What follows belongs to an exercise in optimizing a design on an open flow for small area; a production flow would make more cautious choices.
Only simulation tests tie the RTL to the original design; equivalence was not proved.
Power is estimated from default activity; no workload was simulated.

==> flow/design.v <==
module Snake404
(
input [1:0] KEY ,  
input clockInp,  
input reset,  
output [47:0] HEX,  
output [9:0] LED  
);
function [2:0] jinc; input [2:0] j; jinc = {j[1], j[0], ~j[2]}; endfunction
function [2:0] jdec; input [2:0] j; jdec = {~j[0], j[2], j[1]}; endfunction
function [5:0] step_pos;
    input [5:0] p;
    input [2:0] c;
    reg [2:0] cp, s;
    reg up, dn;  
    begin
        cp = p[2:0];
        s = cp; up = 1'b0; dn = 1'b0;
        if (c[2]) begin  
            if (cp == 3'd1) s = 3'd2;
            else if (cp == 3'd2) s = 3'd1;
            else if (cp == 3'd4) s = 3'd5;
            else if (cp == 3'd5) s = 3'd4;
            else if (cp == 3'd3) s = c[1] ? (c[0] ? 3'd1 : 3'd2) : (c[0] ? 3'd4 : 3'd5);
            else s = c[1] ? (c[0] ? 3'd2 : 3'd1) : (c[0] ? 3'd5 : 3'd4);  
        end
        else if (cp == 3'd0 || cp == 3'd3 || cp == 3'd6) begin
            up = !c[1]; dn = c[1];
        end
        else if (cp == 3'd1 || cp == 3'd2) begin
            s = c[0] ? (cp == 3'd1 ? 3'd0 : 3'd3) : (cp == 3'd1 ? 3'd3 : 3'd6);
            dn = c[1];
        end
        else begin  
            s = c[0] ? (cp == 3'd4 ? 3'd0 : 3'd3) : (cp == 3'd4 ? 3'd3 : 3'd6);
            up = !c[1];
        end
        step_pos[2:0] = s;
        step_pos[5:3] = up ? jinc(p[5:3]) : dn ? jdec(p[5:3]) : p[5:3];
    end
endfunction
function [2:0] cand_code;
    input [2:0] cp;
    input [2:0] k;
    begin
        if (cp == 3'd0 || cp == 3'd3 || cp == 3'd6)
            cand_code = k[2] ? {1'b0, k[0], 1'b0} : {1'b1, k[1:0]};
        else
            cand_code = (k == 3'd0) ? 3'b100 : {1'b0, 2'(k - 3'd1)};
    end
endfunction
localparam [47:0] MSG_COOL = 48'b111111111000111010001000100010001000111111111111;
localparam [47:0] MSG_LOSE = 48'b100010011111111110001111100010001010001010000110;
reg [47:0] hq;       
reg [4:0] cnt;       
reg mclk;            
reg [3:0] lvl;       
reg [4:0] c5;        
reg eg;              
reg pressed, applied;
reg [2:0] dhv;       
reg [5:0] apple;
reg [5:0] headpos;
reg [5:0] tail;
reg [4:0] H;         
reg [4:0] T;         
reg [4:0] ph;        
reg [2:0] pend;      
reg [2:0] ring [0:29];
reg adv;             
reg [1:0] wst;       
reg [5:0] wpos;
reg [5:0] tf;        
reg [3:0] sf;        
integer i;
genvar g;
generate for (g = 0; g < 48; g = g + 1) begin : gh
    if (g % 8 == 7) begin : dot
        assign HEX[g] = 1'b1;
    end
    else begin : seg
        assign HEX[g] = hq[g];
    end
end endgenerate
wire [3:0] nled = lvl + {3'b0, c5[3] & !eg};
generate for (g = 0; g < 10; g = g + 1) begin : gl
    assign LED[g] = (nled > g);
end endgenerate
wire ph_h = (ph == H);
wire ph_t = (ph == T);
wire [2:0] code = ph_h ? pend : ring[29];
wire idle = (wst == 2'd0);
wire w_start = (wst == 2'd1) && ph_t;
wire [5:0] sx = idle ? headpos : (w_start ? tail : wpos);
wire [2:0] sc = idle ? dhv : code;
wire [5:0] sy = step_pos(sx, sc);
wire [5:0] np = sy;
wire [5:0] cin = w_start ? 6'd0 : sy;
wire wrapT = (T > H) && (T <= 5'd28);
wire [2:0] hj = headpos[5:3], cj = cin[5:3], hs = headpos[2:0], cs = cin[2:0];
wire e0 = (cj == hj), ep = (cj == jinc(hj)), em = (cj == jdec(hj));
wire [5:0] match;
generate for (g = 0; g < 6; g = g + 1) begin : mt
    wire [5:0] t = step_pos({3'b000, hs}, cand_code(hs, g));    
    assign match[g] = (cs == t[2:0]) && ((t[5:3] == 3'b000) ? e0 : (t[5:3] == 3'b001) ? ep : em);
end endgenerate
wire wrap = cnt[4] & cnt[1] & cnt[0];    
wire stp = wrap && mclk;
wire mv = !eg && c5[2];                   
wire egend = c5[4] & c5[2];               
wire typeA = (headpos[2:0] == 3'd0) || (headpos[2:0] == 3'd3) || (headpos[2:0] == 3'd6);
reg [2:0] nslot;
reg [1:0] rslot, lslot;
always @* begin
    if (typeA) begin
        nslot = dhv[2] ? {1'b0, dhv[1:0]} : {2'b10, dhv[1]};
        if (!dhv[2]) begin
            rslot = {dhv[1], 1'b0};
            lslot = {dhv[1], 1'b1};
        end
        else begin
            rslot = {1'b0, dhv[0]};
            lslot = {1'b1, dhv[0]};
        end
    end
    else begin
        nslot = dhv[2] ? 3'd0 : {1'b0, dhv[1:0]} + 3'd1;
        rslot = 2'd0;
        lslot = 2'd0;
    end
end
wire crash = tf[nslot] || (sf[rslot] && sf[lslot]);
wire eat = (apple == np);
wire [4:0] T4 = (T >= 5'd26) ? T - 5'd26 : T + 5'd4;
wire win = eat && (H == T4) && !(lvl[3] && lvl[1]);
wire [4:0] Hn = (H == 5'd29) ? 5'd0 : H + 5'd1;
wire [4:0] Tn = (T == 5'd29) ? 5'd0 : T + 5'd1;
wire [5:0] apple_n = (apple[2:0] == 3'd0) ? {~apple[5:3], 3'd6}
                                         : {~jinc(apple[5:3]), apple[2:0] - 3'd1};
wire [3:0] lvl_n = (stp && mv) ? (crash ? 4'd0 : (win ? lvl + 4'd1 : lvl)) : lvl;
function [5:0] dig1h; input [2:0] j;
    dig1h = {j[2] & ~j[1], j[1] & ~j[0], j[2] & j[0], j[1] & ~j[2], ~j[1] & j[0], ~j[2] & ~j[0]};
endfunction
wire [5:0] dA = dig1h(apple[5:3]), dT = dig1h(tail[5:3]), dN = dig1h(np[5:3]);
wire [7:0] sA = 8'd1 << apple[2:0], sT = 8'd1 << tail[2:0], sN = 8'd1 << np[2:0];
localparam [47:0] APPLES = (48'd1 << 0) | (48'd1 << 3) | (48'd1 << 6) | (48'd1 << 10) | (48'd1 << 13) |
                           (48'd1 << 17) | (48'd1 << 20) | (48'd1 << 24) | (48'd1 << 27) | (48'd1 << 30) |
                           (48'd1 << 34) | (48'd1 << 37) | (48'd1 << 41) | (48'd1 << 44);
wire rst1 = reset || (stp && eg && egend);           
wire tk = stp && !eg && !reset;                       
wire mvt = tk && mv;                                   
wire lsx = mvt && crash;                               
wire wnx = mvt && !crash && win;                       
wire nmx = mvt && !crash && !win;                      
wire [3:0] f1 = {rst1 | lsx | wnx, rst1 | lsx, rst1 | wnx, rst1};    
wire [3:0] f0 = {1'b0, wnx, lsx, lsx | wnx};
wire [5:0] dAt = dA & {6{tk}}, dTn = dT & {6{nmx}}, dNn = dN & {6{nmx}};
wire [47:0] hn;
generate for (g = 0; g < 48; g = g + 1) begin : hb
    wire a = APPLES[g] & dAt[g/8] & sA[g%8];
    wire t = dTn[g/8] & sT[g%8];
    wire h = dNn[g/8] & sN[g%8];
    wire s1 = f1[{MSG_LOSE[g], MSG_COOL[g]}] | (t & ~h);
    wire s0 = f0[{MSG_LOSE[g], MSG_COOL[g]}] | h;
    wire u = s1 | (hq[g] & ~s0);
    assign hn[g] = (a & ~hq[g]) | (~a & u);
end endgenerate
always @(posedge clockInp) begin
    hq <= hn;
    for (i = 1; i < 30; i = i + 1) ring[i] <= ring[i-1];
    ring[0] <= code;
    ph <= (ph == 5'd29) ? 5'd0 : ph + 5'd1;
    if (reset) begin
        cnt <= 0;
        mclk <= 0;
        lvl <= 0;
        c5 <= 0;
        eg <= 0;
        pressed <= 0;
        applied <= 0;
        dhv <= 0;
        apple <= 0;
        headpos <= 0;
        tail <= 0;
        H <= 0;
        T <= 0;
        adv <= 0;
        wst <= 2'd1;
    end
    else begin
        begin : btn
            reg a1, p1;
            a1 = wrap ? 1'b0 : applied;
            p1 = (KEY == 2'b11) ? 1'b0 : pressed;
            if (!KEY[0] && !p1 && !a1) begin
                p1 = 1; a1 = 1;
                if (!dhv[2]) dhv <= {1'b1, dhv[1], ~dhv[1]};
                else dhv <= {1'b0, dhv[0], dhv[0]};
            end
            else if (!KEY[1] && !p1 && !a1) begin
                p1 = 1; a1 = 1;
                if (!dhv[2]) dhv <= {1'b1, dhv[1], dhv[1]};
                else dhv <= {1'b0, ~dhv[0], dhv[0]};
            end
            pressed <= p1;
            applied <= a1;
        end
        case (wst)
            2'd1: if (ph_t) begin
                tf <= match & {6{wrapT}};
                sf <= 4'd0;
                if (adv) begin
                    tail <= sy;
                    wpos <= sy;
                end
                else wpos <= tail;
                adv <= 0;
                wst <= ph_h ? 2'd0 : 2'd2;
            end
            2'd2: begin
                wpos <= sy;
                tf <= tf | match;
                wst <= ph_h ? 2'd0 : 2'd3;
            end
            2'd3: begin
                wpos <= sy;
                tf <= tf | match;
                sf <= sf | match[3:0];
                wst <= ph_h ? 2'd0 : 2'd3;
            end
            default: ;
        endcase
        cnt <= wrap ? {1'b0, lvl_n} : cnt + 5'd1;
        if (wrap) mclk <= ~mclk;
        if (stp) begin
            if (eg) begin
                c5 <= egend ? 5'd0 : c5 + 5'd1;
                if (egend) eg <= 0;
            end
            else begin
                c5 <= {2'b01, mv ? 3'd0 : c5[2:0] + 3'd1};
                if (mv) begin
                    wst <= 2'd1;
                    if (crash) begin
                        eg <= 1;
                        apple <= 0;
                        lvl <= 0;
                        c5 <= 0;
                        headpos <= 0;
                        tail <= 0;
                        T <= H;
                        adv <= 0;
                    end
                    else begin
                        H <= Hn;
                        headpos <= np;
                        pend <= dhv;
                        if (eat) apple <= apple_n;
                        if (win) begin
                            lvl <= lvl + 4'd1;
                            c5 <= 0;
                            eg <= 1;
                            T <= Hn;
                            tail <= np;
                            adv <= 0;
                        end
                        else if (eat) adv <= 0;
                        else begin
                            T <= Tn;
                            adv <= 1;
                        end
                    end
                end
            end
        end
    end
end
endmodule
==> flow/flow/run.sh <==
#!/bin/bash
# Own layout flow: the standard flow (standard.sh) with two changes.
#  1. Synthesis is the standard flow's own synthesis script, except that ABC maps the logic with the
#     area-oriented script flow/area.abc and Yosys does not extract half/full adders first.
#     (&deepsyn, a time-limited search, then area-oriented mapping.)
#     Registers are inferred and mapped exactly as in the standard synthesis (ABC only sees
#     the logic between them), so they keep their names and cell types.
#  2. Ports are buffered with the smallest buffer cell.
#  3. Clock tree synthesis uses clkbuf_8 buffers, clusters of at most 20 flip-flops and no dummy
#     loads (the standard settings build the tree from clkbuf_16 cells).
# Each tool's output goes to a log file in this folder (synth.log, layout.log) and ORFS's own
# logs under orfs/logs.
set -euo pipefail
W=$(pwd)
RES="$W/orfs/results/$FLOW_PLATFORM/Snake404/base"
ABC="$W/flow/area.abc"

# synth_recipe.tcl, with Yosys's abc command redirected to our script
{
  cat <<EOF
proc abc {args} {
  set out {}
  set skip 0
  foreach a \$args {
    if {\$skip} { set skip 0; continue }
    if {\$a eq "-script"} { set skip 1; continue }
    lappend out \$a
  }
  yosys abc -script $ABC {*}\$out
}
EOF
  cat "$W/synth_recipe.tcl"
} > "$W/own_synth.tcl"

make -C "$FLOW_HOME" DESIGN_CONFIG="$W/config.mk" WORK_HOME="$W/orfs" CLKGATE_MAP_FILE= \
  SYNTH_SCRIPT="$W/own_synth.tcl" ADDER_MAP_FILE= "$RES/1_2_yosys.v" > "$W/synth.log" 2>&1

CTS="-sink_clustering_enable -sink_clustering_size 20 -sink_clustering_max_diameter 60"
CTS="$CTS -buf_list sky130_fd_sc_hd__clkbuf_8 -root_buf sky130_fd_sc_hd__clkbuf_8 -dont_use_dummy_load -repair_clock_nets"
bash "$W/standard.sh" "BUFFER_PORTS_ARGS=-buffer_cell sky130_fd_sc_hd__buf_1" "CTS_ARGS=$CTS" finish \
  > "$W/layout.log" 2>&1
==> flow/flow/area.abc <==
strash; &get -n; &deepsyn -T 300; &put; &get -n; &dch -f; &nf -a -R 1000; &put; topo; dnsize -c
==> flow/standard.sh <==
#!/bin/bash
# synth_recipe.tcl (not shown) runs the flow's synth.tcl, then flattens the netlist and writes it again
# the make line also repeats each setting of config.mk as NAME=value (left out here)
make -C /OpenROAD-flow-scripts/flow DESIGN_CONFIG=/design/flow/config.mk WORK_HOME=/design/flow/orfs CLKGATE_MAP_FILE= SYNTH_SCRIPT=/design/flow/synth_recipe.tcl "${@:-finish}"
==> flow/config.mk <==
export PLATFORM = sky130hd
export DESIGN_NAME = Snake404
export DESIGN_NICKNAME = Snake404
export VERILOG_FILES = /design/flow/design.v
export SDC_FILE = /design/flow/constraint.sdc
export NUM_CORES = 8
export LEC_CHECK = 0
export CAP_MARGIN = 40
export CORE_MARGIN = 2
export CORE_UTILIZATION = 60
export SLEW_MARGIN = 40
==> flow/constraint.sdc <==
create_clock -name core_clock -period 100.0 [get_ports {clockInp}]
set_input_delay 20.0000 -clock core_clock [delete_from_list [all_inputs] [get_ports {clockInp}]]
set_output_delay 20.0000 -clock core_clock [all_outputs]
set_load 0.01 [all_outputs]
==> results_tabular.tex, run 1 <==
\begin{tabular}{lr}
\hline
Metric & Value \\
\hline
\multicolumn{2}{l}{\textbf{Status}} \\
\quad Outcome & timing/DRC/antenna clean \\
\multicolumn{2}{l}{\textbf{Cells and area}} \\
\quad Antenna diodes & 0 \\
\quad Final Util & 67.6\% \\
\quad Fin area & 8590 um2 \\
\quad Layout overhead on the synthesized area & 8.88\% \\
\quad Filler cell count & 1046 \\
\quad Final layout net count & 924 \\
\quad Layout cell share with drive strength beyond 1 & 3.38\% \\
\multicolumn{2}{l}{\textbf{Detailed routing}} \\
\quad Via count & 6735 \\
\quad Via density per instance & 6.18 \\
\quad Number of DRC markers in iteration 0 & 557 \\
\quad Number of iterations in the first detailed-routing pass & 5 \\
\quad Routed Antenna Nets & 0 \\
\quad Final routed DRC violation total & 0 \\
\quad Final Routed Wirelength & 19.8 mm \\
\quad DR WL/cell & 18.1 um \\
\multicolumn{2}{l}{\textbf{Power}} \\
\quad Sequential share of power & 61.8\% \\
\quad VDD IR max & 0.0000123 V \\
\quad Power after layout & 0.143 mW \\
\quad Internal power & 0.105 mW \\
\quad Portion of total power attributed to the clock network & 26.2\% \\
\quad Static Leakage & 3.18 nW \\
\quad Switching power share of the total & 26.7\% \\
\quad Total power divided by cell area & 16.7 nW/um2 \\
\quad Combinational share of power & 12.0\% \\
\quad Switching component of the power & 0.0383 mW \\
\multicolumn{2}{l}{\textbf{STA}} \\
\quad Number of failing setup endpoints in the final timing report & 0 \\
\quad Tightest Pin Transition & 0.888 ns \\
\quad Worst relative slew slack & 40.7\% \\
\quad Final critical-path required period & 22.65 ns \\
\quad Pins Over Slew Limit & 0 \\
\quad RSZ-0062 raised after global routing & false \\
\quad Hold violation total from the final report & 0 \\
\quad Worst setup skew after layout & 0.0505 ns \\
\quad Worst slack on hold paths & 0.313 ns \\
\quad Peak Freq & 0.0441 GHz \\
\quad Sum of negative setup slack & 0 ns \\
\quad Post-route fraction of the period consumed by the critical path & 22.7\% \\
\multicolumn{2}{l}{\textbf{Die}} \\
\quad Ports & 62 \\
\quad Horizontal die dimension & 119 um \\
\quad Total die area & 14100 um2 \\
\quad Starting density of the core & 62.0\% \\
\quad Area of the core & 12700 um2 \\
\quad Number of rows created at floorplan & 41 \\
\quad Die extent in y & 119 um \\
\multicolumn{2}{l}{\textbf{Logic synthesis}} \\
\quad Proportion of register bits with asynchronous set or reset after synthesis & 0\% \\
\quad Cell type with the highest aggregate area in the netlist & sky130\_fd\_sc\_hd\_\_dfxtp\_1 \\
\quad Top cells by area, synth & sky130\_fd\_sc\_hd\_\_dfxtp\_1, sky130\_fd\_sc\_hd\_\_edfxtp\_1, sky130\_fd\_sc\_hd\_\_a21oi\_1 \\
\quad Share of synthesized area occupied by flip-flops and latches & 55.2\% \\
\quad Number of enable flip-flop cells after synthesis & 19 \\
\quad Syn Area/Cell & 9.39 um2 \\
\quad Instance count of the mapped netlist & 841 \\
\quad Warnings, synthesis & 2 \\
\quad Main flop type after synthesis & sky130\_fd\_sc\_hd\_\_dfxtp\_1 \\
\quad Number of storage elements in the synthesis netlist & 208 \\
\quad Top-area cell type share of the netlist area & 47.9\% \\
\quad Syn Std Cell Area & 7890 um2 \\
\quad Count of unique library cells instantiated by Yosys & 53 \\
\multicolumn{2}{l}{\textbf{GRT}} \\
\quad Remaining Overflow, GRT & 0 \\
\quad Largest net degree at the start of global routing & 23 \\
\quad First-pass GRT wire length & 31.8 mm \\
\quad Initial antenna violation count & 0 \\
\quad Number of global-route vias before repair & 6351 \\
\quad Total GRT Usage & 27.6\% \\
\multicolumn{2}{l}{\textbf{Placement}} \\
\quad Buffers on Ports & 55 \\
\quad Area after detailed placement & 8380 um2 \\
\quad Routability congestion estimate & 0.936 \\
\quad Detailed Place HPWL & 14.0 mm \\
\multicolumn{2}{l}{\textbf{Critical path}} \\
\quad Reg2Reg Depth & 22 \\
\quad Critical Path Source Type & input pin \\
\quad Largest driver fanout on the critical path & 22 \\
\quad Cell type of the slowest stage on the worst timing path & sky130\_fd\_sc\_hd\_\_a21boi\_0 \\
\quad Class of the most critical setup path & input pin to register \\
\quad Reg2Reg Launch Point & ph[0] \\
\quad Ordered list of cells on the worst path & buf\_1 -> buf\_4 -> nor2\_1 -> nor2\_1 -> a21oi\_1 -> or2\_0 -> a21boi\_0 -> or2\_0 -> o21ai\_0 \\
\quad WP data required & 100.36 ns \\
\quad Minimum setup slack among reg-to-reg paths & 93.48 ns \\
\quad Data arrival at the endpoint of the critical path & 23.01 ns \\
\quad CP endpoint kind & register \\
\quad Worst r2r dst & tail[2] \\
\quad Critical Path Max Stage Delay & 0.67 ns \\
\multicolumn{2}{l}{\textbf{Clock network}} \\
\quad Inserted Clock Buffers & 15 \\
\quad Total clock sinks & 208 \\
\quad CTS H-tree depth & 1 \\
\quad Hold Buf Count CTS & 0 \\
\quad Buffer levels on the longest clock path & 3 \\
\quad Post-CTS setup repair buffer count & 0 \\
\quad TritonCTS clock tree & yes \\
\quad Clk Latency, worst-skew pair & 0.49 ns \\
\quad Total of cells resized after clock tree synthesis & 0 \\
\quad Root buf cell & sky130\_fd\_sc\_hd\_\_clkbuf\_8 \\
\quad Reg clk slew, reported paths & 0.11 ns \\
\multicolumn{2}{l}{\textbf{Min path}} \\
\quad Kind of path behind the tightest hold check & register to register \\
\quad Hold-critical path endpoint & ring[10][2] \\
\quad Hold\_sp & ring[9][2] \\
\quad Hold Path Stages & 0 \\
\multicolumn{2}{l}{\textbf{Flow run}} \\
\quad Number of max-cap violations & 0 \\
\hline
\end{tabular}
==> flip-flops by register name, indices dropped and copies added, names as in the netlist, 6 cells and up <==
name     cells
tail         6
hq          42
headpos      6
wpos         6
apple        6
ring        90
tf           6
==> power by group through the flow <==
stage / clock (mW) / combinational, mW / sequential [mW]
2_1_floorplan: 0 / 0.0116 / 0.0893
3_3_place_gp: 0 / 0.0159 / 0.0901
3_5_place_dp: 0 / 0.0167 / 0.0903
4_1_cts: 0.0388 / 0.0168 / 0.0884
5_1_grt: 0.0411 / 0.0188 / 0.0888
6_report: 0.0376 / 0.0172 / 0.0886
==> Yosys cell counts, types with 7 or more instances <==
cell / number
sky130_fd_sc_hd__o22ai_1: 8
sky130_fd_sc_hd__a21oi_1: 92
sky130_fd_sc_hd__and2_0: 16
sky130_fd_sc_hd__nand2_1: 90
sky130_fd_sc_hd__nand2b_1: 14
sky130_fd_sc_hd__nor2b_1: 7
sky130_fd_sc_hd__nand3_1: 20
sky130_fd_sc_hd__a221oi_1: 21
sky130_fd_sc_hd__nor3b_1: 8
sky130_fd_sc_hd__nor3_1: 40
sky130_fd_sc_hd__nor4_1: 9
sky130_fd_sc_hd__xnor2_1: 24
sky130_fd_sc_hd__edfxtp_1: 19
sky130_fd_sc_hd__xor2_1: 12
sky130_fd_sc_hd__dfxtp_1: 189
sky130_fd_sc_hd__o21ai_0: 39
sky130_fd_sc_hd__a21o_1: 8
sky130_fd_sc_hd__a211oi_1: 9
sky130_fd_sc_hd__clkinv_1: 22
sky130_fd_sc_hd__nor2_1: 92
sky130_fd_sc_hd__a22oi_1: 18
sky130_fd_sc_hd__and3_1: 13
==> layout by cell type (no fill, tap or decap), types with 15 or more instances in the layout <==
master / netlist / layout
sky130_fd_sc_hd__dfxtp_1: 189 / 189
sky130_fd_sc_hd__edfxtp_1: 19 / 19
sky130_fd_sc_hd__xnor2_1: 24 / 24
sky130_fd_sc_hd__nand2_1: 90 / 90
sky130_fd_sc_hd__nand3_1: 20 / 20
sky130_fd_sc_hd__a21oi_1: 92 / 92
sky130_fd_sc_hd__and2_0: 16 / 16
sky130_fd_sc_hd__nor2_1: 92 / 92
sky130_fd_sc_hd__clkbuf_8: 0 / 15
sky130_fd_sc_hd__a221oi_1: 21 / 21
sky130_fd_sc_hd__clkinv_1: 22 / 22
sky130_fd_sc_hd__buf_1: 0 / 55
sky130_fd_sc_hd__a22oi_1: 18 / 18
sky130_fd_sc_hd__o21ai_0: 39 / 39
sky130_fd_sc_hd__nor3_1: 40 / 37
==> kinds of logic (layout without fill, tap and decap cells) <==
family,count (synthesis),in the layout,synth area share [%]
compound gates,236,236,18.9
mux,7,7,0.903
xor+xnor,36,36,3.99
buf+inv,28,100,1.62
other cells,1,6,0.0475
flops,208,208,55.2
simple gates,325,325,19.3
==> how the worst max path moves through the flow <==
stage,startpoint,endpoint,slack (ns),cells after the start
6_report,reset,tail[2],77.35,9
5_1_grt,reset,tail[0],77.05,9
4_1_cts,reset,tail[2],77.44,9
3_5_place_dp,reset,tail[2],76.92,9
3_3_place_gp,reset,tail[2],77.25,9
2_1_floorplan,reset,tail[3],77.87,7
==> routing by layer <==
metal	global-route usage, %	vias to the layer above	routed length (um)	share of wire [%]
li1	-	3197	-	-
met1	37.1	3207	8570	43
met2	44.9	273	9080	46
met3	4.05	58	1320	6.7
met4	11.1	0	798	4.0
met5	0	-	0	0
==> worst max-delay path, delay by kind of cell <==
kind | cells | cell delay (ns)
and+or+nand+nor | 4 | 1.49
AOI/OAI and AO/OA | 3 | 1.23
buffers and inverters | 2 | 0.29
==> stage by stage <==
stage | std cells | worst slack (ns)
floorplan | 846 | 77.87
finish | 1090 | 77.35
global placement | 1075 | 77.25
global route | 1090 | 77.05
CTS | 1090 | 77.44
detailed placement | 1075 | 76.92
==> cell type report <==
| cell class | instances | area (um2) | area share, % |
|---|---|---|---|
| tap | 172 | 215 | 2.50 |
| clock buffer | 15 | 206 | 2.40 |
| sequential | 208 | 4350 | 50.7 |
| multi-input combinational | 610 | 3470 | 40.4 |
| inverter | 22 | 82.6 | 0.961 |
| timing repair buffer | 63 | 267 | 3.10 |
==> run 2: changes to the inputs <==
--- a/flow/design.v
+++ b/flow/design.v
@@ -60,6 +60,7 @@
 reg pressed, applied;
 reg [2:0] dhv;       
 reg [5:0] apple;
+reg [2:0] lc;        
 reg [5:0] headpos;
 reg [5:0] tail;
 reg [4:0] H;         
@@ -95,7 +96,7 @@
 wire [2:0] sc = idle ? dhv : code;
 wire [5:0] sy = step_pos(sx, sc);
 wire [5:0] np = sy;
-wire [5:0] cin = w_start ? 6'd0 : sy;
+wire [5:0] cin = sy;
 wire wrapT = (T > H) && (T <= 5'd28);
 wire [2:0] hj = headpos[5:3], cj = cin[5:3], hs = headpos[2:0], cs = cin[2:0];
 wire e0 = (cj == hj), ep = (cj == jinc(hj)), em = (cj == jdec(hj));
@@ -129,10 +130,9 @@
         lslot = 2'd0;
     end
 end
-wire crash = tf[nslot] || (sf[rslot] && sf[lslot]);
+wire crash = tf[nslot] || (wrapT && np == 6'd0) || (sf[rslot] && sf[lslot]);
 wire eat = (apple == np);
-wire [4:0] T4 = (T >= 5'd26) ? T - 5'd26 : T + 5'd4;
-wire win = eat && (H == T4) && !(lvl[3] && lvl[1]);
+wire win = eat && (lc == 3'd4) && !(lvl[3] && lvl[1]);   
 wire [4:0] Hn = (H == 5'd29) ? 5'd0 : H + 5'd1;
 wire [4:0] Tn = (T == 5'd29) ? 5'd0 : T + 5'd1;
 wire [5:0] apple_n = (apple[2:0] == 3'd0) ? {~apple[5:3], 3'd6}
@@ -166,6 +166,11 @@
     assign hn[g] = (a & ~hq[g]) | (~a & u);
 end endgenerate
 always @(posedge clockInp) begin
+    wpos <= (w_start && !adv) ? tail : sy;
+    tf <= w_start ? 6'd0 : (tf | (match & {6{wst[1]}}));
+    sf <= w_start ? 4'd0 : (sf | (match[3:0] & {4{wst == 2'd3}}));
+end
+always @(posedge clockInp) begin
     hq <= hn;
     for (i = 1; i < 30; i = i + 1) ring[i] <= ring[i-1];
     ring[0] <= code;
@@ -180,6 +185,7 @@
         applied <= 0;
         dhv <= 0;
         apple <= 0;
+        lc <= 0;
         headpos <= 0;
         tail <= 0;
         H <= 0;
@@ -207,27 +213,12 @@
         end
         case (wst)
             2'd1: if (ph_t) begin
-                tf <= match & {6{wrapT}};
-                sf <= 4'd0;
-                if (adv) begin
-                    tail <= sy;
-                    wpos <= sy;
-                end
-                else wpos <= tail;
+                if (adv) tail <= sy;
                 adv <= 0;
                 wst <= ph_h ? 2'd0 : 2'd2;
             end
-            2'd2: begin
-                wpos <= sy;
-                tf <= tf | match;
-                wst <= ph_h ? 2'd0 : 2'd3;
-            end
-            2'd3: begin
-                wpos <= sy;
-                tf <= tf | match;
-                sf <= sf | match[3:0];
-                wst <= ph_h ? 2'd0 : 2'd3;
-            end
+            2'd2: wst <= ph_h ? 2'd0 : 2'd3;
+            2'd3: wst <= ph_h ? 2'd0 : 2'd3;
             default: ;
         endcase
         cnt <= wrap ? {1'b0, lvl_n} : cnt + 5'd1;
@@ -244,6 +235,7 @@
                     if (crash) begin
                         eg <= 1;
                         apple <= 0;
+                        lc <= 0;
                         lvl <= 0;
                         c5 <= 0;
                         headpos <= 0;
@@ -255,9 +247,13 @@
                         H <= Hn;
                         headpos <= np;
                         pend <= dhv;
-                        if (eat) apple <= apple_n;
+                        if (eat) begin
+                            apple <= apple_n;
+                            lc <= lc + 3'd1;
+                        end
                         if (win) begin
                             lvl <= lvl + 4'd1;
+                            lc <= 0;
                             c5 <= 0;
                             eg <= 1;
                             T <= Hn;
--- a/flow/flow/run.sh
+++ b/flow/flow/run.sh
@@ -1,5 +1,5 @@
 #!/bin/bash
-# Own layout flow: the standard flow (standard.sh) with two changes.
+# Own layout flow: the standard flow (standard.sh) with three changes.
 #  1. Synthesis is the standard flow's own synthesis script, except that ABC maps the logic with the
 #     area-oriented script flow/area.abc and Yosys does not extract half/full adders first.
 #     (&deepsyn, a time-limited search, then area-oriented mapping.)
==> results_tabular.tex, run 2 <==
\begin{tabular}{lr}
\hline
Metric & Value \\
\hline
\multicolumn{2}{l}{\textbf{GRT}} \\
\quad Remaining Overflow, GRT & 0 (unchanged) \\
\quad Largest net degree at the start of global routing & 21 (-8.7\%) \\
\quad Total GRT Usage & 27.9\% (+0.30 points) \\
\quad Number of global-route vias before repair & 6102 (-3.9\%) \\
\quad Initial antenna violation count & 0 (unchanged) \\
\quad First-pass GRT wire length & 30.3 mm (-4.8\%) \\
\multicolumn{2}{l}{\textbf{Clock network}} \\
\quad TritonCTS clock tree & yes \\
\quad Clk Latency, worst-skew pair & 0.50 ns (about the same) \\
\quad Total clock sinks & 211 (+1.4\%) \\
\quad Total of cells resized after clock tree synthesis & 0 (unchanged) \\
\quad Post-CTS setup repair buffer count & 0 (unchanged) \\
\quad CTS H-tree depth & 1 (unchanged) \\
\quad Buffer levels on the longest clock path & 3 (unchanged) \\
\quad Root buf cell & sky130\_fd\_sc\_hd\_\_clkbuf\_8 \\
\quad Reg clk slew, reported paths & 0.10 ns (about the same) \\
\quad Inserted Clock Buffers & 16 (+1) \\
\quad Hold Buf Count CTS & 0 (unchanged) \\
\multicolumn{2}{l}{\textbf{Critical path}} \\
\quad Cell type of the slowest stage on the worst timing path & sky130\_fd\_sc\_hd\_\_nand2\_1 \\
\quad Class of the most critical setup path & input pin to register \\
\quad Reg2Reg Depth & 22 (unchanged) \\
\quad Reg2Reg Launch Point & ph[0] \\
\quad Largest driver fanout on the critical path & 18 (-18\%) \\
\quad Family with the most delay on the worst path & simple AND/OR/NAND/NOR gates \\
\quad Data arrival at the endpoint of the critical path & 22.71 ns (-0.30 ns) \\
\quad Stages on the worst setup path & 11 (+2) \\
\quad Critical Path Source Type & input pin \\
\quad CP endpoint kind & register \\
\quad WP data required & 100.34 ns (-0.02 ns) \\
\quad Worst r2r dst & tail[2] \\
\quad Ordered list of cells on the worst path & buf\_1 -> buf\_4 -> or3\_1 -> clkinv\_1 -> nand2\_1 -> or2\_0 -> nand2\_1 -> a221oi\_1 -> a21oi\_1 -> a21oi\_1 -> a31oi\_1 \\
\quad CP Buf/Inv Count & 3 (+1) \\
\quad Critical Path Max Stage Delay & 0.49 ns (-0.18 ns) \\
\quad Minimum setup slack among reg-to-reg paths & 92.63 ns (-0.85 ns) \\
\multicolumn{2}{l}{\textbf{Power}} \\
\quad Static Leakage & 3.03 nW (-4.8\%) \\
\quad Switching power share of the total & 31.1\% (+4.4 points) \\
\quad VDD IR max & 0.0000101 V (-18\%) \\
\quad Switching component of the power & 0.0514 mW (+34\%) \\
\quad Combinational share of power & 21.7\% (+9.7 points) \\
\quad Total power divided by cell area & 19.6 nW/um2 (+17\%) \\
\quad Internal power & 0.114 mW (+8.1\%) \\
\quad Portion of total power attributed to the clock network & 23.7\% (-2.5 points) \\
\quad Sequential share of power & 54.6\% (-7.2 points) \\
\multicolumn{2}{l}{\textbf{STA}} \\
\quad Worst relative slew slack & 45.2\% (+4.6 points) \\
\quad Final critical-path required period & 22.37 ns (-0.287 ns) \\
\quad Hold violation total from the final report & 0 (unchanged) \\
\quad Sum of negative setup slack & 0 ns (unchanged) \\
\quad RSZ-0062 raised after global routing & false \\
\quad Pins Over Slew Limit & 0 (unchanged) \\
\quad Peak Freq & 0.0447 GHz (+1.3\%) \\
\quad Post-route fraction of the period consumed by the critical path & 22.4\% (-0.29 points) \\
\quad Tightest Pin Transition & 0.810 ns (-0.0784 ns) \\
\quad Number of failing setup endpoints in the final timing report & 0 (unchanged) \\
\quad Worst setup skew after layout & 0.0489 ns (-0.00156 ns) \\
\multicolumn{2}{l}{\textbf{Detailed routing}} \\
\quad Routed wire length on met2 & 8.80 mm (-3.1\%) \\
\quad DR WL/cell & 17.9 um (-1.5\%) \\
\quad Final Routed Wirelength & 18.8 mm (-5.0\%) \\
\quad Routed Antenna Nets & 0 (unchanged) \\
\quad Wire length on met1 & 8.21 mm (-4.2\%) \\
\quad Number of DRC markers in iteration 0 & 442 (-21\%) \\
\quad Number of iterations in the first detailed-routing pass & 5 (unchanged) \\
\quad Via count & 6438 (-4.4\%) \\
\quad Final routed DRC violation total & 0 (unchanged) \\
\quad Total met3 wirelength after detailed routing & 1.38 mm (+3.9\%) \\
\quad Max Used Layer & met4 \\
\quad Via density per instance & 6.13 (-0.86\%) \\
\multicolumn{2}{l}{\textbf{Cells and area}} \\
\quad Layout cell share with drive strength beyond 1 & 3.98\% (+0.60 points) \\
\quad Largest registers & ring: 90 flops, hq: 42 flops \\
\quad Highest-count cells in the layout ignoring fill and taps & sky130\_fd\_sc\_hd\_\_dfxtp\_1, sky130\_fd\_sc\_hd\_\_a21oi\_1, sky130\_fd\_sc\_hd\_\_nor2\_1 \\
\quad Final Util & 67.0\% (-0.54 points) \\
\quad Final layout net count & 885 (-4.2\%) \\
\quad Biggest register & ring \\
\quad Number of flip-flops in the largest register & 90 (unchanged) \\
\quad Antenna diodes & 0 (unchanged) \\
\quad Leading cell type in the layout, fill and taps excluded & sky130\_fd\_sc\_hd\_\_dfxtp\_1 \\
\quad Layout overhead on the synthesized area & 9.75\% \\
\multicolumn{2}{l}{\textbf{Min path}} \\
\quad Hold-critical path endpoint & ring[2][0] \\
\quad Hold\_sp & ring[1][0] \\
\quad Hold Path Stages & 0 (unchanged) \\
\quad Kind of path behind the tightest hold check & register to register \\
\multicolumn{2}{l}{\textbf{Logic synthesis}} \\
\quad Instance count of the mapped netlist & 800 (-4.9\%) \\
\quad Cell type with the highest aggregate area in the netlist & sky130\_fd\_sc\_hd\_\_dfxtp\_1 \\
\quad Number of storage elements in the synthesis netlist & 211 (+1.4\%) \\
\quad Main flop type after synthesis & sky130\_fd\_sc\_hd\_\_dfxtp\_1 \\
\quad Top cells by area, synth & sky130\_fd\_sc\_hd\_\_dfxtp\_1, sky130\_fd\_sc\_hd\_\_a21oi\_1, sky130\_fd\_sc\_hd\_\_nor2\_1 \\
\quad Syn Area/Cell & 9.59 um2 (+2.2\%) \\
\quad Proportion of register bits with asynchronous set or reset after synthesis & 0\% (unchanged) \\
\quad Top-area cell type share of the netlist area & 54.3\% (+6.3 points) \\
\quad Count of unique library cells instantiated by Yosys & 49 (-7.5\%) \\
\quad Ranking of synthesized cells by instance count & sky130\_fd\_sc\_hd\_\_dfxtp\_1, sky130\_fd\_sc\_hd\_\_a21oi\_1, sky130\_fd\_sc\_hd\_\_nor2\_1, sky130\_fd\_sc\_hd\_\_nand2\_1, sky130\_fd\_sc\_hd\_\_nor3\_1 \\
\quad Syn Std Cell Area & 7670 um2 (-2.8\%) \\
\quad Number of enable flip-flop cells after synthesis & 3 (-16) \\
\quad Most numerous cell in the Yosys netlist & sky130\_fd\_sc\_hd\_\_dfxtp\_1 \\
\quad Warnings, synthesis & 2 (unchanged) \\
\quad Share of synthesized area occupied by flip-flops and latches & 55.4\% (+0.27 points) \\
\multicolumn{2}{l}{\textbf{Placement}} \\
\quad Routability congestion estimate & 0.920 (-1.6\%) \\
\quad Buffers on Ports & 55 (unchanged) \\
\quad Detailed Place HPWL & 13.1 mm (-6.6\%) \\
\multicolumn{2}{l}{\textbf{Status}} \\
\quad Outcome & timing/DRC/antenna clean \\
\multicolumn{2}{l}{\textbf{Die}} \\
\quad Number of rows created at floorplan & 41 (unchanged) \\
\quad Horizontal die dimension & 117 um (-1.3\%) \\
\quad Total die area & 13700 um2 (-2.7\%) \\
\quad Starting density of the core & 61.1\% (-0.98 points) \\
\quad Ports & 62 (unchanged) \\
\quad Area of the core & 12600 um2 (-1.2\%) \\
\quad Die extent in y & 117 um (-1.3\%) \\
\multicolumn{2}{l}{\textbf{Flow run}} \\
\quad Number of max-cap violations & 0 (unchanged) \\
\hline
\end{tabular}
[run 2: cell types whose count changed after synthesis, moves of 7 or more]
| cell | delta |
|---|---|
| sky130_fd_sc_hd__clkinv_1 | +8 |
| sky130_fd_sc_hd__dfxtp_1 | +19 |
| sky130_fd_sc_hd__edfxtp_1 | -16 |
| sky130_fd_sc_hd__nand2_1 | -34 |
| sky130_fd_sc_hd__nand3_1 | -9 |
| sky130_fd_sc_hd__nor2_1 | -14 |
| sky130_fd_sc_hd__o21ai_0 | -16 |
| sky130_fd_sc_hd__or2_0 | +7 |
| sky130_fd_sc_hd__xnor2_1 | -12 |
[run 2: layer usage]
layer  GRT usage (%)  vias to the layer above
met1            37.0                     3030
met5               0                        -
met4            8.94                        0
li1                -                     3082
met2            46.4                      285
met3            5.20                       41
[run 2: worst max path at each step]
stage / slack (ns) / end / startpoint
floorplan: 78.02 / hq[20] / reset
global placement: 77.39 / hq[17] / reset
detailed placement: 77.21 / hq[20] / reset
CTS: 77.72 / hq[3] / reset
global route: 77.42 / hq[3] / reset
finish: 77.63 / hq[3] / reset
[run 2: logic make-up after synthesis]
logic type | synth area share, %
AOI/OAI and AO/OA | 20.4
DFF | 55.4
muxes | 1.76
buffers and inverters | 2.05
and+or+nand+nor | 17.7
xor gates and xnor gates | 2.62
other | 0.0489
[run 2: area by class of cell]
cell class,instances,area (um2)
Sequential cell,211,4250
Clock buffer,16,220
Inverter,30,113
Timing Repair Buffer,64,274
Fill cell,1041,4150
Multi-Input combinational cell,558,3350
Tap cell,172,215
[run 2: through the flow]
stage          total power [mW]  area, um2  setup WS [ns]  hold WS, ns  std cells
2_1_floorplan             0.115       7690          78.02        0.310        805
3_3_place_gp              0.124       8150          77.39        0.310       1035
3_5_place_dp              0.127       8190          77.21        0.312       1035
4_1_cts                   0.165       8410          77.72        0.318       1051
5_1_grt                   0.173       8420          77.42        0.316       1051
6_report                  0.165       8420          77.63        0.320       1051
[run 2: power by group through the flow]
stage          combinational [mW]  clock, mW  sequential, mW
3_5_place_dp               0.0348          0          0.0919
4_1_cts                    0.0349     0.0402          0.0900
3_3_place_gp               0.0330          0          0.0914
2_1_floorplan              0.0242          0          0.0907
5_1_grt                    0.0392     0.0432          0.0905
6_report                   0.0358     0.0391          0.0901
==> run 3: changes to the inputs <==
--- a/flow/design.v
+++ b/flow/design.v
@@ -63,9 +63,10 @@
 reg [2:0] lc;        
 reg [5:0] headpos;
 reg [5:0] tail;
-reg [4:0] H;         
-reg [4:0] T;         
 reg [4:0] ph;        
+reg [4:0] kH;        
+reg [4:0] kT;        
+reg pT;              
 reg [2:0] pend;      
 reg [2:0] ring [0:29];
 reg adv;             
@@ -87,8 +88,8 @@
 generate for (g = 0; g < 10; g = g + 1) begin : gl
     assign LED[g] = (nled > g);
 end endgenerate
-wire ph_h = (ph == H);
-wire ph_t = (ph == T);
+wire ph_h = (kH == 5'd0);
+wire ph_t = (kT == 5'd0);
 wire [2:0] code = ph_h ? pend : ring[29];
 wire idle = (wst == 2'd0);
 wire w_start = (wst == 2'd1) && ph_t;
@@ -97,7 +98,6 @@
 wire [5:0] sy = step_pos(sx, sc);
 wire [5:0] np = sy;
 wire [5:0] cin = sy;
-wire wrapT = (T > H) && (T <= 5'd28);
 wire [2:0] hj = headpos[5:3], cj = cin[5:3], hs = headpos[2:0], cs = cin[2:0];
 wire e0 = (cj == hj), ep = (cj == jinc(hj)), em = (cj == jdec(hj));
 wire [5:0] match;
@@ -130,11 +130,11 @@
         lslot = 2'd0;
     end
 end
-wire crash = tf[nslot] || (wrapT && np == 6'd0) || (sf[rslot] && sf[lslot]);
+wire crash = tf[nslot] || (pT && np == 6'd0) || (sf[rslot] && sf[lslot]);
 wire eat = (apple == np);
 wire win = eat && (lc == 3'd4) && !(lvl[3] && lvl[1]);   
-wire [4:0] Hn = (H == 5'd29) ? 5'd0 : H + 5'd1;
-wire [4:0] Tn = (T == 5'd29) ? 5'd0 : T + 5'd1;
+function [4:0] inc30; input [4:0] x; inc30 = (x == 5'd29) ? 5'd0 : x + 5'd1; endfunction
+wire moved = stp && mv && !crash;             
 wire [5:0] apple_n = (apple[2:0] == 3'd0) ? {~apple[5:3], 3'd6}
                                          : {~jinc(apple[5:3]), apple[2:0] - 3'd1};
 wire [3:0] lvl_n = (stp && mv) ? (crash ? 4'd0 : (win ? lvl + 4'd1 : lvl)) : lvl;
@@ -168,14 +168,17 @@
 always @(posedge clockInp) begin
     wpos <= (w_start && !adv) ? tail : sy;
     tf <= w_start ? 6'd0 : (tf | (match & {6{wst[1]}}));
+    pT <= w_start ? 1'b0 : (pT | (wst == 2'd3 && ph == 5'd0));
     sf <= w_start ? 4'd0 : (sf | (match[3:0] & {4{wst == 2'd3}}));
 end
 always @(posedge clockInp) begin
     hq <= hn;
     for (i = 1; i < 30; i = i + 1) ring[i] <= ring[i-1];
     ring[0] <= code;
-    ph <= (ph == 5'd29) ? 5'd0 : ph + 5'd1;
     if (reset) begin
+        ph <= 0;
+        kH <= 0;
+        kT <= 0;
         cnt <= 0;
         mclk <= 0;
         lvl <= 0;
@@ -188,12 +191,14 @@
         lc <= 0;
         headpos <= 0;
         tail <= 0;
-        H <= 0;
-        T <= 0;
         adv <= 0;
         wst <= 2'd1;
     end
     else begin
+        ph <= inc30(ph);
+        kH <= moved ? kH : inc30(kH);
+        if (stp && mv && (crash || win)) kT <= moved ? kH : inc30(kH);    
+        else if (!(moved && !eat)) kT <= inc30(kT);                       
         begin : btn
             reg a1, p1;
             a1 = wrap ? 1'b0 : applied;
@@ -240,11 +245,9 @@
                         c5 <= 0;
                         headpos <= 0;
                         tail <= 0;
-                        T <= H;
                         adv <= 0;
                     end
                     else begin
-                        H <= Hn;
                         headpos <= np;
                         pend <= dhv;
                         if (eat) begin
@@ -256,13 +259,11 @@
                             lc <= 0;
                             c5 <= 0;
                             eg <= 1;
-                            T <= Hn;
                             tail <= np;
                             adv <= 0;
                         end
                         else if (eat) adv <= 0;
                         else begin
-                            T <= Tn;
                             adv <= 1;
                         end
                     end
--- a/flow/flow/run.sh
+++ b/flow/flow/run.sh
@@ -6,7 +6,7 @@
 #     Registers are inferred and mapped exactly as in the standard synthesis (ABC only sees
 #     the logic between them), so they keep their names and cell types.
 #  2. Ports are buffered with the smallest buffer cell.
-#  3. Clock tree synthesis uses clkbuf_8 buffers, clusters of at most 20 flip-flops and no dummy
+#  3. Clock tree synthesis uses clkbuf_8 buffers, clusters of at most 16 flip-flops and no dummy
 #     loads (the standard settings build the tree from clkbuf_16 cells).
 # Each tool's output goes to a log file in this folder (synth.log, layout.log) and ORFS's own
 # logs under orfs/logs.
@@ -35,7 +35,7 @@
 make -C "$FLOW_HOME" DESIGN_CONFIG="$W/config.mk" WORK_HOME="$W/orfs" CLKGATE_MAP_FILE= \
   SYNTH_SCRIPT="$W/own_synth.tcl" ADDER_MAP_FILE= "$RES/1_2_yosys.v" > "$W/synth.log" 2>&1
 
-CTS="-sink_clustering_enable -sink_clustering_size 20 -sink_clustering_max_diameter 60"
+CTS="-sink_clustering_enable -sink_clustering_size 16 -sink_clustering_max_diameter 60"
 CTS="$CTS -buf_list sky130_fd_sc_hd__clkbuf_8 -root_buf sky130_fd_sc_hd__clkbuf_8 -dont_use_dummy_load -repair_clock_nets"
 bash "$W/standard.sh" "BUFFER_PORTS_ARGS=-buffer_cell sky130_fd_sc_hd__buf_1" "CTS_ARGS=$CTS" finish \
   > "$W/layout.log" 2>&1
==> flow/config.mk (replaced) <==
export PLATFORM = sky130hd
export DESIGN_NAME = Snake404
export DESIGN_NICKNAME = Snake404
export VERILOG_FILES = /design/flow/design.v
export SDC_FILE = /design/flow/constraint.sdc
export NUM_CORES = 8
export LEC_CHECK = 0
export CAP_MARGIN = 20
export CORE_MARGIN = 2
export CORE_UTILIZATION = 70
export SLEW_MARGIN = 20
==> results_tabular.tex, run 3 <==
\begin{tabular}{lr}
\hline
Metric & Value \\
\hline
\multicolumn{2}{l}{\textbf{Status}} \\
\quad Outcome & timing/DRC/antenna clean \\
\multicolumn{2}{l}{\textbf{Min path}} \\
\quad Hold Path Stages & 0 (unchanged) \\
\quad Hold\_sp & ring[1][2] \\
\quad Kind of path behind the tightest hold check & register to register \\
\multicolumn{2}{l}{\textbf{Cells and area}} \\
\quad Antenna diodes & 0 (unchanged) \\
\quad Final layout net count & 863 (-2.5\%) \\
\quad Highest-count cells in the layout ignoring fill and taps & sky130\_fd\_sc\_hd\_\_dfxtp\_1, sky130\_fd\_sc\_hd\_\_nor2\_1, sky130\_fd\_sc\_hd\_\_a21oi\_1 \\
\quad Leading cell type in the layout, fill and taps excluded & sky130\_fd\_sc\_hd\_\_dfxtp\_1 \\
\quad Number of flip-flops in the largest register & 90 (unchanged) \\
\quad Final Instance Count excl. Fillers & 993 (-5.5\%) \\
\quad Layout cell share with drive strength beyond 1 & 3.03\% (-0.95 points) \\
\quad Layout overhead on the synthesized area & 8.56\% \\
\quad Filler cell count & 699 (-33\%) \\
\quad Biggest register & ring \\
\quad Largest registers & ring: 90 flops, hq: 42 flops \\
\multicolumn{2}{l}{\textbf{Detailed routing}} \\
\quad Routed Antenna Nets & 0 (unchanged) \\
\quad Number of iterations in the first detailed-routing pass & 8 (+3) \\
\quad Via density per instance & 6.62 (+8.1\%) \\
\quad Final Routed Wirelength & 19.7 mm (+5.1\%) \\
\quad Final routed DRC violation total & 0 (unchanged) \\
\quad Via count & 6575 (+2.1\%) \\
\quad DR WL/cell & 19.9 um (+11\%) \\
\quad Number of DRC markers in iteration 0 & 719 (+63\%) \\
\multicolumn{2}{l}{\textbf{STA}} \\
\quad Number of failing setup endpoints in the final timing report & 0 (unchanged) \\
\quad Pins Over Slew Limit & 0 (unchanged) \\
\quad Hold violation total from the final report & 0 (unchanged) \\
\quad Sum of negative setup slack & 0 ns (unchanged) \\
\quad Post-route fraction of the period consumed by the critical path & 22.3\% (-0.056 points) \\
\quad Final critical-path required period & 22.31 ns (-0.0564 ns) \\
\quad Tightest Pin Transition & 1.14 ns (+0.327 ns) \\
\quad RSZ-0062 raised after global routing & false \\
\quad Worst setup skew after layout & 0.0668 ns (+0.0178 ns) \\
\quad Peak Freq & 0.0448 GHz (+0.25\%) \\
\quad Worst relative slew slack & 24.1\% (-21 points) \\
\quad Worst slack on hold paths & 0.322 ns (+0.00200 ns) \\
\multicolumn{2}{l}{\textbf{Placement}} \\
\quad Number of cells after detailed placement & 975 (-5.8\%) \\
\quad Buffers on Ports & 55 (unchanged) \\
\quad Detailed Place HPWL & 13.7 mm (+4.8\%) \\
\quad Routability congestion estimate & 0.917 (-0.33\%) \\
\multicolumn{2}{l}{\textbf{GRT}} \\
\quad First-pass GRT wire length & 31.1 mm (+2.7\%) \\
\quad Largest net degree at the start of global routing & 28 (+33\%) \\
\quad Number of global-route vias before repair & 6287 (+3.0\%) \\
\quad Initial antenna violation count & 0 (unchanged) \\
\quad Remaining Overflow, GRT & 0 (unchanged) \\
\quad Total GRT Usage & 33.7\% (+5.8 points) \\
\multicolumn{2}{l}{\textbf{Logic synthesis}} \\
\quad Warnings, synthesis & 2 (unchanged) \\
\quad Number of storage elements in the synthesis netlist & 212 (+0.47\%) \\
\quad Share of synthesized area occupied by flip-flops and latches & 56.7\% (+1.2 points) \\
\quad Number of enable flip-flop cells after synthesis & 3 (unchanged) \\
\quad Most numerous cell in the Yosys netlist & sky130\_fd\_sc\_hd\_\_dfxtp\_1 \\
\quad Instance count of the mapped netlist & 779 (-2.6\%) \\
\quad Syn Std Cell Area & 7540 um2 (-1.7\%) \\
\quad Proportion of register bits with asynchronous set or reset after synthesis & 0\% (unchanged) \\
\quad Syn Area/Cell & 9.68 um2 (+0.94\%) \\
\quad Top cells by area, synth & sky130\_fd\_sc\_hd\_\_dfxtp\_1, sky130\_fd\_sc\_hd\_\_a21oi\_1, sky130\_fd\_sc\_hd\_\_nor2\_1 \\
\quad Main flop type after synthesis & sky130\_fd\_sc\_hd\_\_dfxtp\_1 \\
\quad Count of unique library cells instantiated by Yosys & 50 (+2.0\%) \\
\quad Cell type with the highest aggregate area in the netlist & sky130\_fd\_sc\_hd\_\_dfxtp\_1 \\
\quad Ranking of synthesized cells by instance count & sky130\_fd\_sc\_hd\_\_dfxtp\_1, sky130\_fd\_sc\_hd\_\_nor2\_1, sky130\_fd\_sc\_hd\_\_a21oi\_1, sky130\_fd\_sc\_hd\_\_nand2\_1, sky130\_fd\_sc\_hd\_\_nor3\_1 \\
\quad Top-area cell type share of the netlist area & 55.5\% (+1.2 points) \\
\multicolumn{2}{l}{\textbf{Critical path}} \\
\quad CP endpoint kind & register \\
\quad Largest driver fanout on the critical path & 27 (+9) \\
\quad Minimum setup slack among reg-to-reg paths & 93.26 ns (+0.63 ns) \\
\quad Class of the most critical setup path & input pin to register \\
\quad WP data required & 100.41 ns (+0.07 ns) \\
\quad Reg2Reg Launch Point & wst[1] \\
\quad Worst setup path start & reset \\
\quad Data arrival at the endpoint of the critical path & 22.72 ns (about the same) \\
\quad Reg2Reg Depth & 19 (-14\%) \\
\quad Critical Path Source Type & input pin \\
\multicolumn{2}{l}{\textbf{Power}} \\
\quad Total power divided by cell area & 23.0 nW/um2 (+18\%) \\
\quad VDD IR max & 0.0000195 V (+94\%) \\
\quad Portion of total power attributed to the clock network & 21.6\% (-2.1 points) \\
\quad Switching component of the power & 0.0662 mW (+29\%) \\
\quad Combinational share of power & 26.8\% (+5.1 points) \\
\quad Switching power share of the total & 35.1\% (+4.0 points) \\
\quad Sequential share of power & 51.5\% (-3.1 points) \\
\quad Internal power & 0.122 mW (+7.7\%) \\
\quad Static Leakage & 3.06 nW (+1.1\%) \\
\quad Power after layout & 0.189 mW (+14\%) \\
\multicolumn{2}{l}{\textbf{Clock network}} \\
\quad Total clock sinks & 212 (+0.47\%) \\
\quad Total of cells resized after clock tree synthesis & 0 (unchanged) \\
\quad Clk Latency, worst-skew pair & 0.51 ns (about the same) \\
\quad Root buf cell & sky130\_fd\_sc\_hd\_\_clkbuf\_8 \\
\quad Buffer levels on the longest clock path & 3 (unchanged) \\
\quad CTS H-tree depth & 1 (unchanged) \\
\quad TritonCTS clock tree & yes \\
\quad Post-CTS setup repair buffer count & 0 (unchanged) \\
\quad Inserted Clock Buffers & 17 (+1) \\
\quad Hold Buf Count CTS & 0 (unchanged) \\
\quad Reg clk slew, reported paths & 0.10 ns (about the same) \\
\multicolumn{2}{l}{\textbf{Die}} \\
\quad Starting density of the core & 72.4\% (+11 points) \\
\quad Total die area & 11600 um2 (-15\%) \\
\quad Ports & 62 (unchanged) \\
\quad Die extent in y & 108 um (-7.9\%) \\
\quad Number of rows created at floorplan & 37 (-9.8\%) \\
\quad Horizontal die dimension & 108 um (-7.9\%) \\
\quad Area of the core & 10400 um2 (-17\%) \\
\multicolumn{2}{l}{\textbf{Flow run}} \\
\quad Number of max-cap violations & 0 (unchanged) \\
\hline
\end{tabular}
## run 3: cell count changes after synthesis, sizes merged, moves of 4 or more
| cell | previous run | this run |
|---|---|---|
| nand2b | 11 | 7 |
| o21ai | 23 | 38 |
| a21oi | 93 | 79 |
| nand2 | 56 | 76 |
| clkinv | 30 | 17 |
| or2 | 13 | 5 |
| nor4 | 8 | 4 |
## run 3: layout make-up
cell class              count  area [um2]  area share (%)
well taps                 136         170            2.08
multi-input cells         549        3190            39.0
clock buffers              17         234            2.86
flip-flops and latches    212        4270            52.2
repair buffers             62         256            3.13
inverters                  17        63.8           0.779
## run 3: metal layers
layer / GRT usage (%) / share of wire [%]
met3: 5.45 / 9.5
met4: 14.5 / 4.6
met5: 0 / 0
met2: 55.4 / 46
met1: 44.2 / 40
## run 3: final timing paths
kind / to
setup / recovery: hq[37]
hold / removal: ring[2][2]
setup reg to reg: hq[3]
hold reg to reg: ring[2][2]
## run 3: power groups by stage
| stage | clock network [mW] | logic [mW] | registers [mW] |
|---|---|---|---|
| final | 0.0408 | 0.0506 | 0.0972 |
| after global routing | 0.0438 | 0.0535 | 0.0979 |
| after CTS | 0.0408 | 0.0486 | 0.0969 |
| after detailed placement | 0 | 0.0482 | 0.0987 |
| after global placement | 0 | 0.0455 | 0.0983 |
| after floorplan | 0 | 0.0320 | 0.0967 |
## run 3: cell families (layout without fill, tap and decap cells)
logic type	after synthesis	count (layout)	synth area share (%)
simple gates	276	276	17.1
compound gates	231	231	20.3
flops	212	212	56.7
other cells	1	6	0.0497
buf+inv	23	96	1.44
mux	12	12	1.69
xor+xnor	24	24	2.79
## run 3: metrics by stage
step / util (%) / worst slack [ns] / area, um2
floorplan: - / 77.74 / 7560
global placement: 76.2 / 76.83 / 7940
detailed placement: 76.3 / 76.84 / 7950
CTS: 78.5 / 77.30 / 8180
global route: 78.6 / 77.41 / 8190
finish: 78.6 / 77.69 / 8190
## run 3: critical path: stages
cell and delay, ns:
sky130_fd_sc_hd__buf_1 0.07, sky130_fd_sc_hd__buf_4 0.21, sky130_fd_sc_hd__nor3_2 0.59, sky130_fd_sc_hd__clkinv_1 0.38, sky130_fd_sc_hd__nor2_1 0.39, sky130_fd_sc_hd__nand2_1 0.09
sky130_fd_sc_hd__nor2_1 0.43, sky130_fd_sc_hd__a22oi_1 0.14, sky130_fd_sc_hd__a21oi_1 0.20, sky130_fd_sc_hd__nor3_1 0.08, sky130_fd_sc_hd__a21oi_1 0.12
==> run 4: changes to the inputs <==
--- a/flow/design.v
+++ b/flow/design.v
@@ -54,7 +54,7 @@
 reg [47:0] hq;       
 reg [4:0] cnt;       
 reg mclk;            
-reg [3:0] lvl;       
+reg [3:0] nl;        
 reg [4:0] c5;        
 reg eg;              
 reg pressed, applied;
@@ -84,9 +84,9 @@
         assign HEX[g] = hq[g];
     end
 end endgenerate
-wire [3:0] nled = lvl + {3'b0, c5[3] & !eg};
+wire ledu = c5[3] & !eg;                  
 generate for (g = 0; g < 10; g = g + 1) begin : gl
-    assign LED[g] = (nled > g);
+    assign LED[g] = (nl > g);
 end endgenerate
 wire ph_h = (kH == 5'd0);
 wire ph_t = (kT == 5'd0);
@@ -105,7 +105,7 @@
     wire [5:0] t = step_pos({3'b000, hs}, cand_code(hs, g));    
     assign match[g] = (cs == t[2:0]) && ((t[5:3] == 3'b000) ? e0 : (t[5:3] == 3'b001) ? ep : em);
 end endgenerate
-wire wrap = cnt[4] & cnt[1] & cnt[0];    
+wire wrap = ledu ? (cnt[4] & cnt[2]) : (cnt[4] & cnt[1] & cnt[0]);    
 wire stp = wrap && mclk;
 wire mv = !eg && c5[2];                   
 wire egend = c5[4] & c5[2];               
@@ -132,12 +132,12 @@
 end
 wire crash = tf[nslot] || (pT && np == 6'd0) || (sf[rslot] && sf[lslot]);
 wire eat = (apple == np);
-wire win = eat && (lc == 3'd4) && !(lvl[3] && lvl[1]);   
+wire win = eat && (lc == 3'd4) && !(nl[3] && nl[1] && nl[0]);   
 function [4:0] inc30; input [4:0] x; inc30 = (x == 5'd29) ? 5'd0 : x + 5'd1; endfunction
 wire moved = stp && mv && !crash;             
 wire [5:0] apple_n = (apple[2:0] == 3'd0) ? {~apple[5:3], 3'd6}
                                          : {~jinc(apple[5:3]), apple[2:0] - 3'd1};
-wire [3:0] lvl_n = (stp && mv) ? (crash ? 4'd0 : (win ? lvl + 4'd1 : lvl)) : lvl;
+wire [3:0] nl_n = (stp && !eg) ? ((mv && crash) ? 4'd0 : (ledu ? nl : nl + 4'd1)) : nl;
 function [5:0] dig1h; input [2:0] j;
     dig1h = {j[2] & ~j[1], j[1] & ~j[0], j[2] & j[0], j[1] & ~j[2], ~j[1] & j[0], ~j[2] & ~j[0]};
 endfunction
@@ -181,7 +181,7 @@
         kT <= 0;
         cnt <= 0;
         mclk <= 0;
-        lvl <= 0;
+        nl <= 0;
         c5 <= 0;
         eg <= 0;
         pressed <= 0;
@@ -226,7 +226,8 @@
             2'd3: wst <= ph_h ? 2'd0 : 2'd3;
             default: ;
         endcase
-        cnt <= wrap ? {1'b0, lvl_n} : cnt + 5'd1;
+        cnt <= wrap ? {1'b0, nl_n} : cnt + 5'd1;
+        nl <= nl_n;
         if (wrap) mclk <= ~mclk;
         if (stp) begin
             if (eg) begin
@@ -241,7 +242,6 @@
                         eg <= 1;
                         apple <= 0;
                         lc <= 0;
-                        lvl <= 0;
                         c5 <= 0;
                         headpos <= 0;
                         tail <= 0;
@@ -255,7 +255,6 @@
                             lc <= lc + 3'd1;
                         end
                         if (win) begin
-                            lvl <= lvl + 4'd1;
                             lc <= 0;
                             c5 <= 0;
                             eg <= 1;
==> results_tabular.tex, run 4 <==
\begin{tabular}{lr}
\hline
Metric & Value \\
\hline
\multicolumn{2}{l}{\textbf{Status}} \\
\quad Outcome & timing/DRC/antenna clean \\
\multicolumn{2}{l}{\textbf{STA}} \\
\quad Hold violation total from the final report & 0 (unchanged) \\
\quad Worst relative slew slack & 26.1\% (+2.1 points) \\
\quad RSZ-0062 raised after global routing & false \\
\quad Worst slack on hold paths & 0.318 ns (-0.00471 ns) \\
\quad Worst setup skew after layout & 0.0400 ns (-0.0268 ns) \\
\quad Final critical-path required period & 22.46 ns (+0.150 ns) \\
\quad Tightest Pin Transition & 1.10 ns (-0.0386 ns) \\
\quad Peak Freq & 0.0445 GHz (-0.67\%) \\
\quad Pins Over Slew Limit & 0 (unchanged) \\
\multicolumn{2}{l}{\textbf{Critical path}} \\
\quad WP data required & 100.44 ns (+0.03 ns) \\
\quad CP endpoint kind & register \\
\quad Largest driver fanout on the critical path & 21 (-22\%) \\
\multicolumn{2}{l}{\textbf{GRT}} \\
\quad Most utilized layer in the global route result & met2 \\
\quad Global routing usage on met3 & 5.73\% (+0.28 points) \\
\quad Largest net degree at the start of global routing & 22 (-21\%) \\
\quad Remaining Overflow, GRT & 0 (unchanged) \\
\quad Total GRT Usage & 33.4\% (-0.36 points) \\
\quad First-pass GRT wire length & 31.2 mm (+0.29\%) \\
\quad Initial antenna violation count & 0 (unchanged) \\
\quad GR met2 Demand/Resource & 57.3\% (+1.8 points) \\
\multicolumn{2}{l}{\textbf{Detailed routing}} \\
\quad Via density per instance & 6.56 (-0.90\%) \\
\quad Routed Antenna Nets & 0 (unchanged) \\
\quad Number of iterations in the first detailed-routing pass & 8 (unchanged) \\
\quad Number of DRC markers in iteration 0 & 685 (-4.7\%) \\
\quad Final Routed Wirelength & 19.4 mm (-1.7\%) \\
\quad Final routed DRC violation total & 0 (unchanged) \\
\quad DR WL/cell & 19.6 um (-1.6\%) \\
\quad Via count & 6509 (-1.0\%) \\
\multicolumn{2}{l}{\textbf{Die}} \\
\quad Number of rows created at floorplan & 37 (unchanged) \\
\quad Starting density of the core & 72.8\% (+0.34 points) \\
\quad Horizontal die dimension & 108 um (+0.22\%) \\
\quad Ports & 62 (unchanged) \\
\quad Total die area & 11700 um2 (+0.45\%) \\
\multicolumn{2}{l}{\textbf{Clock network}} \\
\quad Total clock sinks & 212 (unchanged) \\
\quad Root buf cell & sky130\_fd\_sc\_hd\_\_clkbuf\_8 \\
\quad Post-CTS setup repair buffer count & 0 (unchanged) \\
\quad Total of cells resized after clock tree synthesis & 0 (unchanged) \\
\quad Hold Buf Count CTS & 0 (unchanged) \\
\quad Inserted Clock Buffers & 17 (unchanged) \\
\quad TritonCTS clock tree & yes \\
\quad Buffer levels on the longest clock path & 3 (unchanged) \\
\quad Reg clk slew, reported paths & 0.10 ns (about the same) \\
\multicolumn{2}{l}{\textbf{Cells and area}} \\
\quad Largest registers & ring: 90 flops, hq: 42 flops \\
\quad Final Instance Count excl. Fillers & 992 (-0.10\%) \\
\quad Filler cell count & 719 (+2.9\%) \\
\quad Leading cell type in the layout, fill and taps excluded & sky130\_fd\_sc\_hd\_\_dfxtp\_1 \\
\quad Highest-count cells in the layout ignoring fill and taps & sky130\_fd\_sc\_hd\_\_dfxtp\_1, sky130\_fd\_sc\_hd\_\_a21oi\_1, sky130\_fd\_sc\_hd\_\_nor2\_1 \\
\quad Final layout net count & 862 (-0.12\%) \\
\quad Antenna diodes & 0 (unchanged) \\
\quad Fin area & 8200 um2 (about the same) \\
\quad Layout overhead on the synthesized area & 8.14\% \\
\quad Biggest register & ring \\
\quad Layout cell share with drive strength beyond 1 & 2.57\% (-0.46 points) \\
\multicolumn{2}{l}{\textbf{Logic synthesis}} \\
\quad Warnings, synthesis & 2 (unchanged) \\
\quad Proportion of register bits with asynchronous set or reset after synthesis & 0\% (unchanged) \\
\quad Syn Std Cell Area & 7580 um2 (+0.46\%) \\
\quad Top-area cell type share of the netlist area & 55.2\% (-0.26 points) \\
\quad Main flop type after synthesis & sky130\_fd\_sc\_hd\_\_dfxtp\_1 \\
\quad Cell type with the highest aggregate area in the netlist & sky130\_fd\_sc\_hd\_\_dfxtp\_1 \\
\quad Ranking of synthesized cells by instance count & sky130\_fd\_sc\_hd\_\_dfxtp\_1, sky130\_fd\_sc\_hd\_\_a21oi\_1, sky130\_fd\_sc\_hd\_\_nor2\_1, sky130\_fd\_sc\_hd\_\_nand2\_1, sky130\_fd\_sc\_hd\_\_o21ai\_0 \\
\quad Top cells by area, synth & sky130\_fd\_sc\_hd\_\_dfxtp\_1, sky130\_fd\_sc\_hd\_\_a21oi\_1, sky130\_fd\_sc\_hd\_\_nor2\_1 \\
\quad Number of enable flip-flop cells after synthesis & 3 (unchanged) \\
\quad Instance count of the mapped netlist & 782 (+0.39\%) \\
\quad Share of synthesized area occupied by flip-flops and latches & 56.4\% (-0.26 points) \\
\multicolumn{2}{l}{\textbf{Power}} \\
\quad Power after layout & 0.180 mW (-4.4\%) \\
\quad VDD IR max & 0.0000167 V (-14\%) \\
\quad Total power divided by cell area & 22.0 nW/um2 (-4.5\%) \\
\multicolumn{2}{l}{\textbf{Placement}} \\
\quad Buffers on Ports & 55 (unchanged) \\
\quad Detailed Place HPWL & 13.8 mm (+0.27\%) \\
\quad Routability congestion estimate & 0.919 (+0.21\%) \\
\hline
\end{tabular}
## run 4: cell families (layout without fill, tap and decap cells)
| family | after synthesis | in the layout | share of synthesized area [%] |
|---|---|---|---|
| xor gates and xnor gates | 35 | 35 | 4.04 |
| muxes | 7 | 7 | 0.925 |
| AOI/OAI and AO/OA | 228 | 228 | 19.8 |
| other | 1 | 6 | 0.0495 |
| buffers and inverters | 23 | 92 | 1.44 |
| DFF | 212 | 212 | 56.4 |
| and+or+nand+nor | 276 | 276 | 17.3 |
## run 4: layout make-up
cell class	instances	area, um2	share of cell area, %
Sequential cell	212	4270	52.2
Multi-Input combinational cell	552	3220	39.3
Timing Repair Buffer	59	236	2.89
Clock buffer	17	234	2.85
Tap cell	136	170	2.08
Inverter	16	60.1	0.733
## run 4: final timing paths
kind / startpoint / end / slack (ns) / depth (start not counted)
setup / recovery: reset / hq[44] / 77.54 / 9
hold / removal: ring[7][1] / ring[8][1] / 0.32 / 0
setup reg to reg: wst[1] / tail[0] / 93.30 / 22
hold reg to reg: ring[7][1] / ring[8][1] / 0.32 / 0
## run 4: layer usage
layer	up-vias	wire, um
met5	-	0
met4	0	592
met3	61	2000
met2	429	9170
met1	3051	7660
li1	2968	-
## run 4: through the flow
| stage | setup WS, ns | utilization [%] |
|---|---|---|
| after floorplan | 78.21 | - |
| after global placement | 77.25 | 76.4 |
| after detailed placement | 77.13 | 76.4 |
| after CTS | 77.64 | 78.6 |
| after global routing | 77.34 | 78.7 |
| final | 77.54 | 78.7 |
## run 4: worst max-delay path, stage by stage
cell,delay (ns)
sky130_fd_sc_hd__buf_1,0.39
sky130_fd_sc_hd__nor2_1,0.44
sky130_fd_sc_hd__nand3_1,0.25
sky130_fd_sc_hd__or3_1,0.47
sky130_fd_sc_hd__nor3b_1,0.83
sky130_fd_sc_hd__a22oi_1,0.16
sky130_fd_sc_hd__a21oi_1,0.18
sky130_fd_sc_hd__nor3_1,0.06
sky130_fd_sc_hd__a21oi_1,0.13
## run 4: report_power, final
part	internal (mW)	switching (mW)
Sequential	0.0920	0.00546
Combinational	0.0131	0.0291
Clock	0.0153	0.0252

[what the ideal ports hide]
The results above use ideal ports. As a check the final layouts listed here were re-extracted and re-timed, cells and wires unchanged.
Step 1 sets driving cells, clkbuf_16 on the clock port and buf_2 on the other inputs (assumed; they add their load-dependent delay and slew).
Step 2 times the ports against the registers' clock, not the clock port: input delays grow and output delays shrink by t, the midpoint of the rising clock arrivals with the driver on.
Slacks: ideal / step 1 / step 2; pairs: ideal / step 1.
run | t, ns | slack for setup (ns) | worst setup path after step 2 | worst slew at a driven data input, ns | pins driven straight from the clock port
run 1 | 0.508 | 77.345 / 77.358 / 76.851 | input to register | 0.03 | 1
run 2 | 0.519 | 77.632 / 77.652 / 77.133 | input to register | 0.05 | 1
run 3 | 0.509 | 77.688 / 77.703 / 77.194 | input to register | 0.03 | 1
run 4 | 0.510 | 77.538 / 77.546 / 77.036 | input to register | 0.03 | 1
After both steps setup and hold are still met in every run listed. The setup slack of run 4, which loses most, moves by +0.008 ns with the drivers and by -0.502 ns with both steps.
